Background: an optimization exercise with open tools, aiming at small area. Do not read the settings as production practice. In this exercise RTL edits were held to simulation tests only and were not proved equivalent to the original. In this run the design's own scripts or RTL, not TritonCTS, make the clock network. The clock input has no modelled driver; a real chip could not lean on it and would need a root buffer or a full tree. Power is estimated from default activity; no workload was simulated.

[config.mk]
export PLATFORM = sky130hd
export DESIGN_NAME = Topo
export DESIGN_NICKNAME = Topo
export VERILOG_FILES = /design/flow/design.v
export SDC_FILE = /design/flow/constraint.sdc
export NUM_CORES = 4
export LEC_CHECK = 0
export ABC_AREA = 1
export CAP_MARGIN = 20
export CORE_MARGIN = 2
export CORE_UTILIZATION = 65
export PLACE_DENSITY = 0.75
export SLEW_MARGIN = 20
[design.v]
module Topo
(
	CLOCK_50, KEY, SW,
	LEDR, LEDS,
	HEX0, HEX1, HEX2, HEX3, HEX4, HEX5
);
	input CLOCK_50;
	input wire [3:0] KEY;
	input wire [9:0] SW;
	output wire [3:0] LEDR;
	output wire [9:6] LEDS;
	output wire [6:0] HEX0;
	output wire [6:0] HEX1;
	output wire [6:0] HEX2;
	output wire [6:0] HEX3;
	output wire [6:0] HEX4;
	output wire [6:0] HEX5;
	localparam [2:0] S_INIT   = 3'd0,
	                 S_SETUP  = 3'd1,
	                 S_FPGA   = 3'd2,
	                 S_USER   = 3'd3,
	                 S_CHECK  = 3'd4,
	                 S_NEXT   = 3'd5,
	                 S_RESULT = 3'd6;
	reg [2:0] state;
	wire R1  = (state == S_INIT);
	wire R2  = (state == S_INIT) | (state == S_NEXT);
	wire E1  = (state == S_SETUP);
	wire E2  = (state == S_USER);
	wire E3  = (state == S_FPGA);
	wire E4  = (state == S_CHECK);
	wire SEL = (state == S_RESULT);
	reg [1:0] level;      
	reg [1:0] map;        
	reg [3:0] last;       
	always @(posedge CLOCK_50) begin
		if (R1)
			level <= 2'd0;
		else if (E1)
			level <= SW[9:8];
		if (E1) begin
			map  <= SW[7:6];
			last <= SW[5:2];
		end
	end
	reg [12:0] q;
	reg [3:0]  presc_hi;
	wire nR1 = ~R1;
	wire s_low0 = ~(q[0] | q[2] | q[4] | q[6] | q[8] | q[10]) &
	              (q[1] & q[3] & q[5] & q[7] & q[9] & q[11]);    
	wire s_wrap = s_low0 & ~q[12];                                 
	wire s_fb   = ~(q[12] ^ q[3] ^ q[2] ^ q[0] ^ s_low0);         
	always @(posedge CLOCK_50) begin
		q[0]  <= R1 | s_fb;
		q[1]  <= ~(nR1 & q[0]);
		q[2]  <= ~(R1 | q[1]);
		q[3]  <= ~(nR1 & q[2]);
		q[4]  <= ~(R1 | q[3]);
		q[5]  <= ~(nR1 & q[4]);
		q[6]  <= ~(R1 | q[5]);
		q[7]  <= ~(nR1 & q[6]);
		q[8]  <= ~(R1 | q[7]);
		q[9]  <= ~(nR1 & q[8]);
		q[10] <= ~(R1 | q[9]);
		q[11] <= ~(nR1 & q[10]);
		q[12] <= ~(R1 | q[11]);
		if (R1)
			presc_hi <= 4'd0;
		else
			presc_hi <= presc_hi + {3'd0, s_wrap};
	end
	wire [16:13] presc = presc_hi;
	reg clkz;
	always @(*) begin
		case (level)
			2'd0: clkz = presc[16];
			2'd1: clkz = presc[15];
			2'd2: clkz = presc[14];
			default: clkz = presc[13];
		endcase
	end
	reg r_clkz, r_clk1;
	always @(posedge CLOCK_50) begin
		r_clkz <= clkz;
		r_clk1 <= presc[14];
	end
	wire tick_z = clkz & ~r_clkz;
	wire tick_1 = presc[14] & ~r_clk1;
	reg [3:0] key_d1, key_d2;
	always @(posedge CLOCK_50) begin
		key_d1 <= KEY;
		key_d2 <= key_d1;
	end
	wire [3:0] btn = key_d1 & ~key_d2;
	wire press = E2 & (|btn);
	reg [3:0] round;
	reg       win;
	reg       was_init, was_check;
	wire [3:0] total = was_init ? 4'd0 : (round + {3'd0, was_check});
	always @(posedge CLOCK_50) begin
		was_init  <= R1;
		was_check <= E4;
		round     <= total;
		if (R1)
			win <= 1'b0;
		else if (E4 & (round == last))
			win <= 1'b1;
	end
	reg [3:0] tempo;
	always @(posedge CLOCK_50) begin
		if (R2)
			tempo <= 4'd0;
		else if (E2 & tick_1)
			tempo <= tempo + 4'd1;
	end
	wire end_time = tempo[3] & tempo[0];
	reg [3:0] cnt;
	reg       tc;
	wire show = E3 & tick_z;
	always @(posedge CLOCK_50) begin
		if (R2 | (E3 & tc)) begin
			cnt <= 4'd0;
			tc  <= 1'b0;
		end else if (show | press) begin
			cnt <= cnt + 4'd1;
			tc  <= (cnt == round);
		end
	end
	localparam [127:0] SEQ_TAB = 128'h6c74e4ec634decd836c4b1c800000000;
	wire [1:0] seq = SEQ_TAB[{map, cnt, 1'b0} +: 2];
	wire [3:0] seq_oh = 4'd1 << seq;
	reg       led_v;
	reg [1:0] led_i;
	always @(posedge CLOCK_50) begin
		if (R2)
			led_v <= 1'b0;
		else if (show)
			led_v <= 1'b1;
		if (show)
			led_i <= seq;
	end
	assign LEDR = led_v ? (4'd1 << led_i) : 4'd0;
	reg       okA, okB;
	reg [1:0] prev;
	wire first = ~(|cnt) & ~tc;
	always @(posedge CLOCK_50) begin
		if (R2) begin
			okA <= 1'b1;
			okB <= 1'b1;
		end else if (press) begin
			okA <= okA & (btn == seq_oh);
			okB <= okB & (first | (btn == (4'd1 << prev)));
		end
		if (press)
			prev <= seq;
	end
	wire match = tc ? okA : (okB & (&round));
	always @(posedge CLOCK_50) begin
		if (SW[1])
			state <= S_INIT;
		else begin
			case (state)
				S_INIT:   state <= S_SETUP;
				S_SETUP:  if (SW[0]) state <= S_FPGA;
				S_FPGA:   if (tc) state <= S_USER;
				S_USER:   if (end_time) state <= S_RESULT;
				          else if (tc) state <= S_CHECK;
				S_CHECK:  state <= match ? S_NEXT : S_RESULT;
				S_NEXT:   state <= win ? S_RESULT : S_FPGA;
				default:  state <= state;
			endcase
		end
	end
	localparam [111:0] SEG_TAB = 112'h70c2131c020200f00894c0c4bcc0;
	wire [7:0] points = level * round;
	localparam [111:0] TIME_TAB = 112'h80020008002000f00894c0c4bcc0;
	assign HEX5 = SEL ? (win ? 7'b1000_111 : 7'b1011_011) : 7'b0001_110;
	assign HEX4 = SEL ? (win ? 7'b1011_011 : 7'b1100_111) : SEG_TAB[7*level +: 7];
	assign HEX3 = SEL ? (win ? 7'b1001_111 : 7'b1111_011) : 7'b0001_111;
	assign HEX2 = SEL ? (win ? 7'b1011_011 : 7'b1100_111) : TIME_TAB[7*tempo +: 7];
	wire [3:0] hex0_v = SEL ? points[3:0] : round;
	assign HEX1 = SEL ? SEG_TAB[7*points[7:4] +: 7] : 7'b1011_011;
	assign HEX0 = SEG_TAB[7*hex0_v +: 7];
	assign LEDS = ~KEY;
endmodule
[flow/run.sh]
#!/bin/bash
# Standard layout (standard.sh), with these changes:
#  - synthesis: adders are left to ABC as plain gates (no half/full-adder
#    cells), and ABC's one mapping call uses flow/abc_deep.script (deeper
#    area optimisation and area-oriented mapping). Everything else in the
#    synthesis is synth_recipe.tcl unchanged, so the registers are the same
#    as the standard synthesis's;
#  - the port buffers are the smallest buffer cell (buf_1);
#  - the buffers Yosys put on ports that share a net are removed before placement;
#  - the clock: flow/pre_cts.tcl, run before CTS, builds a two-level tree
#    (one root and six leaf clkbuf_4 cells) in place of the one CTS would build;
#  - cells off the critical paths are downsized (power recovery).
set -euo pipefail
here=$(pwd)
{
  echo "proc abc {args} {"
  echo "  set i [lsearch \$args -script]"
  echo "  if {\$i >= 0} { lset args [expr {\$i + 1}] $here/flow/abc_deep.script }"
  echo "  yosys abc {*}\$args"
  echo "}"
  cat synth_recipe.tcl
} > synth_deep.tcl
sed "s#SYNTH_SCRIPT=[^ ]*#SYNTH_SCRIPT=$here/synth_deep.tcl#" standard.sh > standard_deep.sh
grep -q "SYNTH_SCRIPT=$here/synth_deep.tcl" standard_deep.sh
export ADDER_MAP_FILE=
export BUFFER_PORTS_ARGS="-buffer_cell sky130_fd_sc_hd__buf_1"
export REMOVE_ABC_BUFFERS=1
export PRE_CTS_TCL=$here/flow/pre_cts.tcl
export RECOVER_POWER=100
bash standard_deep.sh > standard_flow.log 2>&1
[flow/abc_deep.script]
strash
&get -n
&deepsyn -T 30
&put
dch
amap
mfs2
strash
dch
amap
topo
[flow/pre_cts.tcl]
# Clock distribution, in place of the tree CTS would build (CTS is skipped):
# the registers are split into six groups by position (halves by x, then
# thirds by y); each group's clock pins are driven by one leaf clock buffer
# at the group's centre, and one root clock buffer drives the six leaves.
set leaf_master sky130_fd_sc_hd__clkbuf_4
set root_master sky130_fd_sc_hd__clkbuf_4
set db [ord::get_db]
set block [[$db getChip] getBlock]
set clk [$block findNet CLOCK_50]
$clk setSigType CLOCK

proc pin_xy {it} {
  set bb [[$it getInst] getBBox]
  return [list [expr {([$bb xMin] + [$bb xMax]) / 2}] [expr {([$bb yMin] + [$bb yMax]) / 2}]]
}
# split a list of {iterm x y} in n parts by coordinate k (1: x, 2: y)
proc parts {items k n} {
  set s [lsort -integer -index $k $items]
  set len [llength $s]
  set out {}
  for {set i 0} {$i < $n} {incr i} {
    lappend out [lrange $s [expr {$i * $len / $n}] [expr {($i + 1) * $len / $n - 1}]]
  }
  return $out
}
proc centre {items} {
  set sx 0; set sy 0
  foreach i $items { set sx [expr {$sx + [lindex $i 1]}]; set sy [expr {$sy + [lindex $i 2]}] }
  set n [llength $items]
  return [list [expr {$sx / $n}] [expr {$sy / $n}]]
}

set sinks {}
foreach it [$clk getITerms] { lappend sinks [concat [list $it] [pin_xy $it]] }
set groups {}
foreach h [parts $sinks 1 2] { foreach q [parts $h 2 3] { lappend groups $q } }

set root [odb::dbInst_create $block [$db findMaster $root_master] clkbuf_root]
set trunk [odb::dbNet_create $block clknet_trunk]
$trunk setSigType CLOCK
set leaves {}
set g 0
foreach grp $groups {
  set buf [odb::dbInst_create $block [$db findMaster $leaf_master] clkbuf_leaf_$g]
  set net [odb::dbNet_create $block clknet_leaf_$g]
  $net setSigType CLOCK
  foreach i $grp {
    set it [lindex $i 0]
    $it disconnect
    $it connect $net
  }
  [$buf findITerm A] connect $trunk
  [$buf findITerm X] connect $net
  set c [centre $grp]
  $buf setLocation [lindex $c 0] [lindex $c 1]
  $buf setPlacementStatus PLACED
  lappend leaves [list $buf {*}$c]
  puts "clock: leaf $g ($leaf_master) drives [llength $grp] clock pins"
  incr g
}
[$root findITerm A] connect $clk
[$root findITerm X] connect $trunk
set c [centre $leaves]
$root setLocation [lindex $c 0] [lindex $c 1]
$root setPlacementStatus PLACED
proc clock_tree_synthesis {args} { puts "clock_tree_synthesis skipped: $args" }
[constraint.sdc]
create_clock -name core_clock -period 10.0 [get_ports {CLOCK_50}]
set_input_delay 2.0000 -clock core_clock [delete_from_list [all_inputs] [get_ports {CLOCK_50}]]
set_output_delay 2.0000 -clock core_clock [all_outputs]
set_load 0.01 [all_outputs]
[standard.sh]
#!/bin/bash
# synth_recipe.tcl (not shown) runs the flow's synth.tcl, then flattens the netlist and writes it again
# the make line also repeats each setting of config.mk as NAME=value (left out here)
make -C /OpenROAD-flow-scripts/flow DESIGN_CONFIG=/design/flow/config.mk WORK_HOME=/design/flow/orfs CLKGATE_MAP_FILE= SYNTH_SCRIPT=/design/flow/synth_recipe.tcl "${@:-finish}"
==> impl_metrics.tcl <==
set metrics [dict create \
    core-area_sq_um 4030 \
    post-dp-hpwl_mm 4.62 \
    drc 0 \
    p_seq_frac 0.644 \
    clock_skew_ns 0.0117 \
    setup_violations 0 \
    slew_violations 0 \
    gp_routability_congestion 0.859 \
    io_buffers 58 \
    grt_max_degree 13 \
    dieArea_sq_um 4760 \
    ant_nets 0 \
    wirelength_mm 5.87 \
    hold_viol_final 0 \
    hp-class "reg2reg" \
    grt-ovfl-total 0 \
    area_growth_pct 9.11 \
    powerDensity_nw_per_um2 141 \
    grt_first_pass_wirelength_mm 10.4 \
    diodes 0 \
    nets 425 \
    yosysSeqAreaShare 0.481 \
    synth_area_leaders "dfxtp_1 (37%), edfxtp_1 (11%), nor2_1 (11%)" \
    synth_top_area_share 0.372 \
    timing.final.crit_share 0.655 \
    die_h_microns 69.0 \
    fmax_mhz 153 \
    p_sw_mw 0.111 \
    yosysWarnings 1 \
    cp.required_ns 8.00 \
    cp-start-kind "flip-flop" \
    vias 2557 \
    critPathMaxFanout 10 \
    worstMarginPinSlew_ns 0.871 \
    pwr-share-comb 0.114 \
    postCtsSetupBuffers 0 \
    outcome "timing/DRC/antenna clean" \
    drv_cap 0 \
    first_pass_iters 4 \
    num_io_pins 65 \
    fin_cells 458 \
    ys_ff_latch 61 \
    power.internal_mw 0.311 \
    die_width_microns 69.0 \
    cp.arrival_ns 4.55 \
    avgSynthCellArea_sq_um 7.81 \
    min_period_ns 6.55 \
    relSlewSlack 0.415 \
    syn_area_sq_um 2750 \
    grt_pass1_vias 2399 \
    cts_hold_buffers 0 \
    wl_per_cell_microns 12.8 \
    ys_types 34 \
    vias_per_cell 5.58 \
    start_util 0.682 \
    finalSetupTns_ns 0 \
    ff2ff_path_depth 8 \
    rsz0062_at_grt "false" \
    switching_share 0.264 \
    path_clk_slew_ns 0.11 \
    p_clk_frac 0.243 \
    power_leakage_nw 1.04 \
    hold_depth 0 \
    drtIter0Drc 134 \
    synth_top_area_cell "dfxtp_1" \
    synthCells 352 \
    clk_latency_ns 0.37 \
    holdWs_ns 0.365 \
    peakVddDrop_mv 0.128 \
    placementRows 23 \
    dp_cells 451 \
    antenna_found_initial 0 \
    cts_resized 0 \
    n_fill_cell 336 \
    endpoint_kind "primary output" \
    path_class "reg2out" \
    drive_above_1_share 0.0172 \
    gr-usage-all-layers 0.250 \
]
==> power by group through the flow <==
| stage | clock [mW] | sequential [mW] | combinational, mW |
|---|---|---|---|
| finish | 0.102 | 0.272 | 0.0480 |
| global route | 0.114 | 0.273 | 0.0544 |
| floorplan | 0 | 0.274 | 0.0344 |
| global placement | 0 | 0.277 | 0.0465 |
| detailed placement | 0 | 0.277 | 0.0479 |
| CTS | 0.0746 | 0.277 | 0.0481 |
==> area by class of cell <==
type	instances	area, sq um	share of cell area
Buffer	7	52.6	0.0175
Inverter	53	199	0.0664
Multi-Input combinational cell	229	1140	0.382
Sequential cell	61	1320	0.441
Tap cell	50	62.6	0.0209
Timing Repair Buffer	58	218	0.0726
==> routing by layer <==
metal	vias up	track usage	share of wire
met5	-	0	0
met4	0	0.0545	0.017
met3	12	0.0161	0.053
met2	72	0.440	0.49
met1	1163	0.337	0.44
li1	1310	-	-
==> worst max-delay path, cell delays in order (launching register included) <==
cell      delay [ns]
dfxtp_1         0.45
clkinv_1        0.18
nor3_1          0.69
clkinv_1        0.48
nor2_1          0.25
o21ai_0         0.15
nor2_1          0.16
nor2_1          0.06
a21oi_1         0.34
a21oi_1         0.17
nor2_1          0.20
nor2_1          0.08
o21ai_0         0.12
clkinv_1        0.09
o21ai_0         0.24
o21ai_0         0.19
o22ai_1         0.16
buf_1           0.17
==> final timing paths <==
kind,startpoint,to,slack (ns)
setup / recovery,state[2]$_SDFFE_PP0P_,HEX0[6],3.45
setup reg to reg,state[1]$_SDFFE_PP0P_,tc$_SDFFE_PP0P_,7.10
hold reg to reg,presc_hi[1]$_SDFF_PP0_,r_clk1$_DFF_P_,0.36
hold / removal,presc_hi[1]$_SDFF_PP0_,r_clk1$_DFF_P_,0.36
==> kinds of logic after synthesis <==
| logic type | count (synthesis) | share of synthesized area |
|---|---|---|
| and+or+nand+nor | 145 | 0.220 |
| AOI/OAI and AO/OA | 78 | 0.189 |
| buffers and inverters | 66 | 0.108 |
| DFF | 61 | 0.481 |
| other | 2 | 0.00273 |
==> cell usage after synthesis <==
cell / n
a222oi_1: 1
a221oi_1: 5
a32o_1: 1
or3_1: 2
nor2_1: 78
o32a_1: 2
clkinv_1: 53
o21ai_0: 18
a21oi_1: 11
nor4_1: 2
nand2_1: 35
a22oi_1: 4
nor4b_1: 2
o21a_1: 3
o22a_1: 2
o31a_1: 1
or2_0: 2
nand3_1: 1
o31ai_1: 1
a22o_1: 1
o221ai_1: 1
buf_4: 13
a311oi_1: 1
nor2b_1: 1
conb_1: 2
a211oi_1: 8
edfxtp_1: 10
o22ai_1: 11
a21o_1: 1
a32oi_1: 1
nand4_1: 3
a31oi_1: 5
nor3_1: 19
dfxtp_1: 51
==> flip-flops by register name, summed over array words and instances (netlist names), 4 cells and up <==
register	cells
cnt	4
key_d2	4
last	4
round	4
key_d1	4
presc_hi	4
q	13
tempo	4
==> cells in the final DEF, fill, tap and decap left out <==
cell	netlist	routed
o21ai_0	18	18
clkbuf_4	0	7
a21o_1	1	1
nand2_1	35	35
nand4_1	3	3
conb_1	2	6
clkinv_1	53	53
a221oi_1	5	5
or3_1	2	2
nor2b_1	1	1
a31oi_1	5	5
nand3_1	1	1
o22ai_1	11	11
o22a_1	2	2
o31ai_1	1	1
nor4b_1	2	2
nor3_1	19	19
o221ai_1	1	1
a211oi_1	8	8
o21a_1	3	3
a21oi_1	11	11
edfxtp_1	10	10
buf_1	0	58
dfxtp_1	51	51
nor4_1	2	2
a22o_1	1	1
a311oi_1	1	1
or2_0	2	2
a22oi_1	4	4
o31a_1	1	1
o32a_1	2	2
a32o_1	1	1
a32oi_1	1	1
nor2_1	78	78
a222oi_1	1	1
==> metrics by stage <==
stage / cell area [sq um] / utilization / setup WS (ns) / total power [mW]
after floorplan: 2670 / - / 3.74 / 0.308
after global placement: 2950 / 0.731 / 4.26 / 0.323
after detailed placement: 2950 / 0.731 / 3.95 / 0.325
after CTS: 3000 / 0.744 / 3.93 / 0.400
after global routing: 3000 / 0.744 / 2.85 / 0.442
final: 3000 / 0.744 / 3.45 / 0.422

-- re-timing with driven ports --
Ports are ideal in the flow. The routed layout listed here was re-timed in OpenROAD.
Step 1 assumes that a clkbuf_16 drives the clock port and a buf_2 every other input.
Step 2 times the ports against the registers' clock, not the clock port: input delays grow and output delays shrink by t, the midpoint of the rising clock arrivals with the driver on.
Three values: no drivers, after step 1, after step 2; two values: the first two.
t (ns): 0.390
slack for setup (ns): 3.449 / 3.422 / 3.812
worst setup path after step 2: register to output
slew at the worst register clock pin (ns): 0.11 / 0.11
worst slew at a driven data input, ns: 0.03
After both steps setup and hold are still met in this run. The setup slack of this run moves by -0.027 ns with the drivers and by +0.363 ns with both steps.
